Background: an optimization exercise with open tools, aiming at small area. Do not read the settings as production practice. The RTL was checked by simulation tests, not by an equivalence proof against the original design. Power and IR drop assume default switching activity.

== run C ==
Design pipelined_complex_mult, start of the top module:
module pipelined_complex_mult (
    input clk,                    
    input rst,                    
    input signed [7:0] a,         
    input signed [7:0] b,         
    input signed [7:0] c,         
    input signed [7:0] d,         
    output reg signed [16:0] real_out,  
    output reg signed [16:0] imag_out   
);
reg [7:0] a1, b1, c1, d1, a2, b2, c2, d2;
reg [3:0] c3_one, c3_two, c3_neg, d3_one, d3_two, d3_neg;
reg [7:0] a3, b3;
reg v1, v2;
always @(posedge clk, posedge rst)
begin
    if (rst) begin
        v1 <= 1'b0;
        v2 <= 1'b0;
        a3 <= 8'd0;
        b3 <= 8'd0;
    end else begin
        v1 <= 1'b1;
        v2 <= v1;
        a3 <= a2 & {8{v2}};
        b3 <= b2 & {8{v2}};
    end
end
always @(posedge clk)
begin
    a1 <= a; b1 <= b; c1 <= c; d1 <= d;
    a2 <= a1; b2 <= b1; c2 <= c1; d2 <= d1;
    c3_one[0] <= c2[0] ^ 1'b0;
    c3_two[0] <= (c2[1] ^ c2[0]) & ~(c2[0] ^ 1'b0);
    c3_neg[0] <= c2[1];
    c3_one[1] <= c2[2] ^ c2[1];
    c3_two[1] <= (c2[3] ^ c2[2]) & ~(c2[2] ^ c2[1]);
    c3_neg[1] <= c2[3];
    c3_one[2] <= c2[4] ^ c2[3];
  ...
For scale: roughly 750 cells after synthesis, about 140 flip-flops, about 68 I/O pins.
clock: 5.0 ns
lec_check: 0
cap_margin: 20
core_margin: 2
core_utilization: 40
cts_buf_list: sky130_fd_sc_hd__clkbuf_8
gpl_timing_driven: 0
slew_margin: 20
synth_hierarchical: 1
standard.sh (not shown) runs the stock make flow with config.mk's settings and CLKGATE_MAP_FILE= SYNTH_SCRIPT=/design/flow/synth_recipe.tcl, a recipe that flattens the netlist after the stock synthesis.
==> flow/flow/run.sh <==
#!/bin/bash
# The standard layout (standard.sh) with one change: the buffers that
# buffer_ports puts on every input and output port are the smallest buffer,
# sky130_fd_sc_hd__buf_1, instead of the cell it picks by default.
# Each tool's full output is in the logs standard.sh writes under orfs/logs;
# this script's own output goes to run.log.
set -e
cd "$(dirname "$0")/.."
export BUFFER_PORTS_ARGS="-buffer_cell sky130_fd_sc_hd__buf_1"
bash standard.sh > run.log 2>&1
Run C did not stop at any stage, and its layout met the timing, design-rule and antenna checks.
--- input diff run C..run Z ---
Settings: setting PLACE_DENSITY to 0.75 for the first time; changing CORE_UTILIZATION from 40 to 65.
==> flow/flow/run.sh <==
#!/bin/bash
# The standard layout (standard.sh) with these changes:
#  - buffer_ports puts the smallest buffer, sky130_fd_sc_hd__buf_1, on every
#    input and output port instead of the cell it picks by default;
#  - clock tree synthesis arguments as set below (CTS_ARGS), if any.
# Each tool's full output is in the logs standard.sh writes under orfs/logs;
# this script's own output goes to run.log.
set -e
cd "$(dirname "$0")/.."
export BUFFER_PORTS_ARGS="-buffer_cell sky130_fd_sc_hd__buf_1"
export CTS_ARGS="-sink_clustering_enable -repair_clock_nets -dont_use_dummy_load -buf_list sky130_fd_sc_hd__clkbuf_8"
export REMOVE_ABC_BUFFERS=1
bash standard.sh > run.log 2>&1
==> comparison <==
Run Z did not stop at any stage, and its layout met the timing, design-rule and antenna checks.
In terms of highest attainable clock frequency, run Z and run C differ only marginally.
The worst hold slack number comes out lower for run Z vs run C.
Compared with run C, run Z shows a lower count of clock-buffer cells in the layout.
met3 track demand over resource in global routing in run Z is 1.9 points above run C.

---

== oak ==
pipelined_complex_mult, a different RTL version from the one above (not shown whole).
Size in the first run: ~130 flip-flops, ~9900 sq um of cells after synthesis.
==> flow/design.v (excerpt) <==
module pipelined_complex_mult (
    input clk,                    
    input rst,                    
    input signed [7:0] a,         
    input signed [7:0] b,         
    input signed [7:0] c,         
    input signed [7:0] d,         
    output reg signed [16:0] real_out,  
    output reg signed [16:0] imag_out   
);
clock: 5.0 ns
lec_check: 0
cap_margin: 20
core_margin: 2
core_utilization: 40
cts_buf_list: sky130_fd_sc_hd__clkbuf_8
gpl_timing_driven: 0
slew_margin: 20
synth_hierarchical: 1
==> flow/flow/run.sh <==
#!/bin/bash
# The standard layout (standard.sh) with one change: the buffers that
# buffer_ports puts on every input and output port are the smallest buffer,
# sky130_fd_sc_hd__buf_1, instead of the cell it picks by default.
# Each tool's full output is in the logs standard.sh writes under orfs/logs;
# this script's own output goes to run.log.
set -e
cd "$(dirname "$0")/.."
export BUFFER_PORTS_ARGS="-buffer_cell sky130_fd_sc_hd__buf_1"
bash standard.sh > run.log 2>&1
oak finished every step from synthesis to the final layout, and the layout passed the timing, design-rule and antenna checks.
The following lists how pine was set up differently from oak:
==> flow/run.sh (new file) <==
#!/bin/bash
# synth_recipe.tcl (not shown) runs the flow's synth.tcl, then flattens the netlist and writes it again
# the make line also repeats each setting of config.mk as NAME=value (left out here)
make -C /OpenROAD-flow-scripts/flow DESIGN_CONFIG=/design/flow/config.mk WORK_HOME=/design/flow/orfs CLKGATE_MAP_FILE= SYNTH_SCRIPT=/design/flow/synth_recipe.tcl finish
removed: flow/flow/run.sh
removed: flow/standard.sh
==> run summary <==
Part of the power in combinational logic in pine vs oak: up 1.7 points
STATUS hold slack: pine wins against oak
Looking at final critical-path setup slack across pine and oak, the one that comes out lower is pine.
Relative to oak, the final cell area reported for pine is higher.
Sequential group share of total power for pine: 0.8 points down relative to oak
Looking at capture point of the critical path, the real_out[14] result is from pine; the real_out[15] one comes from oak.
Met3 routed wirelength: pine and oak compared, lower one is pine
Looking at post-route clock period utilization, pine sits 0.19 points above oak.
On power, pine does worse than oak.
Input changes introduced in birch (baseline for comparison: pine):
==> flow/flow/run.sh (new file) <==
#!/bin/bash
# The standard layout (standard.sh) with these changes:
#  - buffer_ports puts the smallest buffer, sky130_fd_sc_hd__buf_1, on every
#    input and output port instead of the cell it picks by default;
#  - clock tree synthesis arguments as set below (CTS_ARGS), if any.
# Each tool's full output is in the logs standard.sh writes under orfs/logs;
# this script's own output goes to run.log.
set -e
cd "$(dirname "$0")/.."
export BUFFER_PORTS_ARGS="-buffer_cell sky130_fd_sc_hd__buf_1"
export CTS_ARGS="-sink_clustering_enable -repair_clock_nets -dont_use_dummy_load -buf_list sky130_fd_sc_hd__clkbuf_8 -sink_clustering_size 30 -sink_clustering_max_diameter 150"
bash standard.sh > run.log 2>&1
==> flow/flow/ff.json (new file) <==
{"SYNTH_HIERARCHICAL": 1, "GPL_TIMING_DRIVEN": 0, "CTS_BUF_LIST": ["sky130_fd_sc_hd__clkbuf_8"]}
==> flow/standard.sh (new file) <==
#!/bin/bash
# synth_recipe.tcl (not shown) runs the flow's synth.tcl, then flattens the netlist and writes it again
# the make line also repeats each setting of config.mk as NAME=value (left out here)
make -C /OpenROAD-flow-scripts/flow DESIGN_CONFIG=/design/flow/config.mk WORK_HOME=/design/flow/orfs CLKGATE_MAP_FILE= SYNTH_SCRIPT=/design/flow/synth_recipe.tcl "${@:-finish}"
--- a/flow/config.mk
+++ b/flow/config.mk
@@ -10,5 +10,2 @@
 export CORE_UTILIZATION = 40
-export CTS_BUF_LIST = sky130_fd_sc_hd__clkbuf_8
-export GPL_TIMING_DRIVEN = 0
 export SLEW_MARGIN = 20
-export SYNTH_HIERARCHICAL = 1
removed: flow/run.sh
Notes after the runs:
birch: flow completed, timing, DRC and antenna clean
From pine to birch, leftover overflow at the end of global routing did not move at all.
birch ended up with imag_out[13] as its critical path endpoint; pine ended up with real_out[14].
Diff pine -> birch | delay of the slowest cell on the worst path | decrease of 0.03 ns
Compared with pine, birch shows a first-pass GRT wire length that is about 6% higher.
Per the comparison of birch with pine, placer's final routability congestion estimate climbed 0.012, cell count up 189.
Compared with pine, birch shows a lower global-route usage.
Going from pine to birch, reported net switching power grew by a little under 10%.
Edits applied to the flow inputs when going from birch to maple:
--- a/flow/flow/run.sh
+++ b/flow/flow/run.sh
@@ -10,3 +10,4 @@
 export BUFFER_PORTS_ARGS="-buffer_cell sky130_fd_sc_hd__buf_1"
-export CTS_ARGS="-sink_clustering_enable -repair_clock_nets -dont_use_dummy_load -buf_list sky130_fd_sc_hd__clkbuf_8 -sink_clustering_size 30 -sink_clustering_max_diameter 150"
+export CTS_ARGS="-sink_clustering_enable -repair_clock_nets -dont_use_dummy_load -buf_list sky130_fd_sc_hd__clkbuf_8"
+export REMOVE_ABC_BUFFERS=1
 bash standard.sh > run.log 2>&1
--- a/flow/config.mk
+++ b/flow/config.mk
@@ -10,2 +10,5 @@
 export CORE_UTILIZATION = 40
+export CTS_BUF_LIST = sky130_fd_sc_hd__clkbuf_8
+export GPL_TIMING_DRIVEN = 0
 export SLEW_MARGIN = 20
+export SYNTH_HIERARCHICAL = 1
removed: flow/flow/ff.json
Results
- Re post-synthesis cell type count: maple and birch aren't equal, and the higher value belongs to birch.
- The sequential share of power in maple sits 2.6 points above the value recorded for birch.
- Setup slack in maple is larger than in birch.
- Re layout overhead on the synthesized area: maple is 5.2 points down on birch.
- Sum of met3 wire segment lengths after detailed routing | maple above birch
- Against birch, global-route wire length before repair in maple fell by a little under 10%.
- Number of cells produced by synthesis (lower): maple

---

Another version of the RTL of pipelined_complex_mult (not shown whole).
Size in the first run: about 140 flip-flops, roughly 68 I/O pins.
==> flow/config.mk <==
export PLATFORM = sky130hd
export DESIGN_NAME = pipelined_complex_mult
export DESIGN_NICKNAME = pipelined_complex_mult
export VERILOG_FILES = /design/flow/design.v
export SDC_FILE = /design/flow/constraint.sdc
export NUM_CORES = 4
export LEC_CHECK = 0
export CAP_MARGIN = 20
export CORE_MARGIN = 2
export CORE_UTILIZATION = 40
export CTS_BUF_LIST = sky130_fd_sc_hd__clkbuf_8
export GPL_TIMING_DRIVEN = 0
export SLEW_MARGIN = 20
export SYNTH_HIERARCHICAL = 1
==> flow/constraint.sdc <==
create_clock -name core_clock -period 5.0 [get_ports {clk}]
set_input_delay 1.0000 -clock core_clock [delete_from_list [all_inputs] [get_ports {clk}]]
set_output_delay 1.0000 -clock core_clock [all_outputs]
set_load 0.01 [all_outputs]
==> flow/flow/run.sh <==
#!/bin/bash
# The standard layout (standard.sh), with these ORFS settings changed:
#  - BUFFER_PORTS_ARGS: buffer_ports puts the smallest buffer,
#    sky130_fd_sc_hd__buf_1, on every input and output port instead of the
#    cell it picks by default (every port still gets its buffer);
#  - CTS_ARGS: the standard clock tree synthesis arguments plus
#    -dont_use_dummy_load (no dummy clock loads for balancing);
#  - REMOVE_ABC_BUFFERS: the floorplan step removes the buffers that ABC put
#    into the synthesized netlist and leaves buffering to the resizer.
# Each tool's full output is in the logs standard.sh writes under orfs/logs;
# this script's own output goes to run.log.
set -e
cd "$(dirname "$0")/.."
export BUFFER_PORTS_ARGS="-buffer_cell sky130_fd_sc_hd__buf_1"
export CTS_ARGS="-sink_clustering_enable -repair_clock_nets -dont_use_dummy_load -buf_list \"sky130_fd_sc_hd__clkbuf_4 sky130_fd_sc_hd__clkbuf_8\""
export REMOVE_ABC_BUFFERS=1
bash standard.sh > run.log 2>&1
The first run ran to the end with no violations.
==> next run, changes <==
--- a/flow/flow/run.sh
+++ b/flow/flow/run.sh
@@ -13,5 +13,5 @@
 cd "$(dirname "$0")/.."
 export BUFFER_PORTS_ARGS="-buffer_cell sky130_fd_sc_hd__buf_1"
-export CTS_ARGS="-sink_clustering_enable -repair_clock_nets -dont_use_dummy_load -buf_list \"sky130_fd_sc_hd__clkbuf_4 sky130_fd_sc_hd__clkbuf_8\""
+export CTS_ARGS="-sink_clustering_enable -repair_clock_nets -dont_use_dummy_load -buf_list sky130_fd_sc_hd__clkbuf_8"
 export REMOVE_ABC_BUFFERS=1
 bash standard.sh > run.log 2>&1
Worst hold slack does not change.
Global-route usage stays the same.
Die area is unchanged.
Design area does not change.
Wire length is unchanged.
Cell count stays the same.

==> port drivers added, routing unchanged <==
How much do the figures lean on ideal ports? The routed layouts below were timed once more, with nothing changed but the port constraints.
Step 1 (the two cells are an assumption about what drives the block):
set clk [get_ports {clk}]
set_driving_cell -lib_cell sky130_fd_sc_hd__clkbuf_16 $clk
set_driving_cell -lib_cell sky130_fd_sc_hd__buf_2 [delete_from_list [all_inputs] $clk]
Step 2, shift: input delay + t, output delay - t, t = (earliest + latest rising clock arrival at the registers) / 2. This alone moves slack from input paths to output paths.
Three values: ideal ports, drivers, drivers and shift; two values: the first two.
run | t (ns) | setup slack, ns | latest minus earliest clock arrival (ns)
run C | 0.487 | 0.184 / 0.184 / 0.184 | 0.013 / 0.013
run Z | 0.472 | 0.174 / 0.174 / 0.174 | 0.034 / 0.034
oak | 0.512 | 0.171 / 0.171 / 0.171 | 0.025 / 0.025
pine | 0.495 | 0.162 / 0.162 / 0.162 | 0.024 / 0.024
birch | 0.476 | 0.111 / 0.111 / 0.111 | 0.041 / 0.041
maple | 0.493 | 0.149 / 0.149 / 0.149 | 0.036 / 0.036
the first run of note 3 | 0.466 | 0.288 / 0.288 / 0.288 | 0.045 / 0.045
the second run of note 3 | 0.466 | 0.288 / 0.288 / 0.288 | 0.045 / 0.045
After both steps every run listed still meets setup and hold.
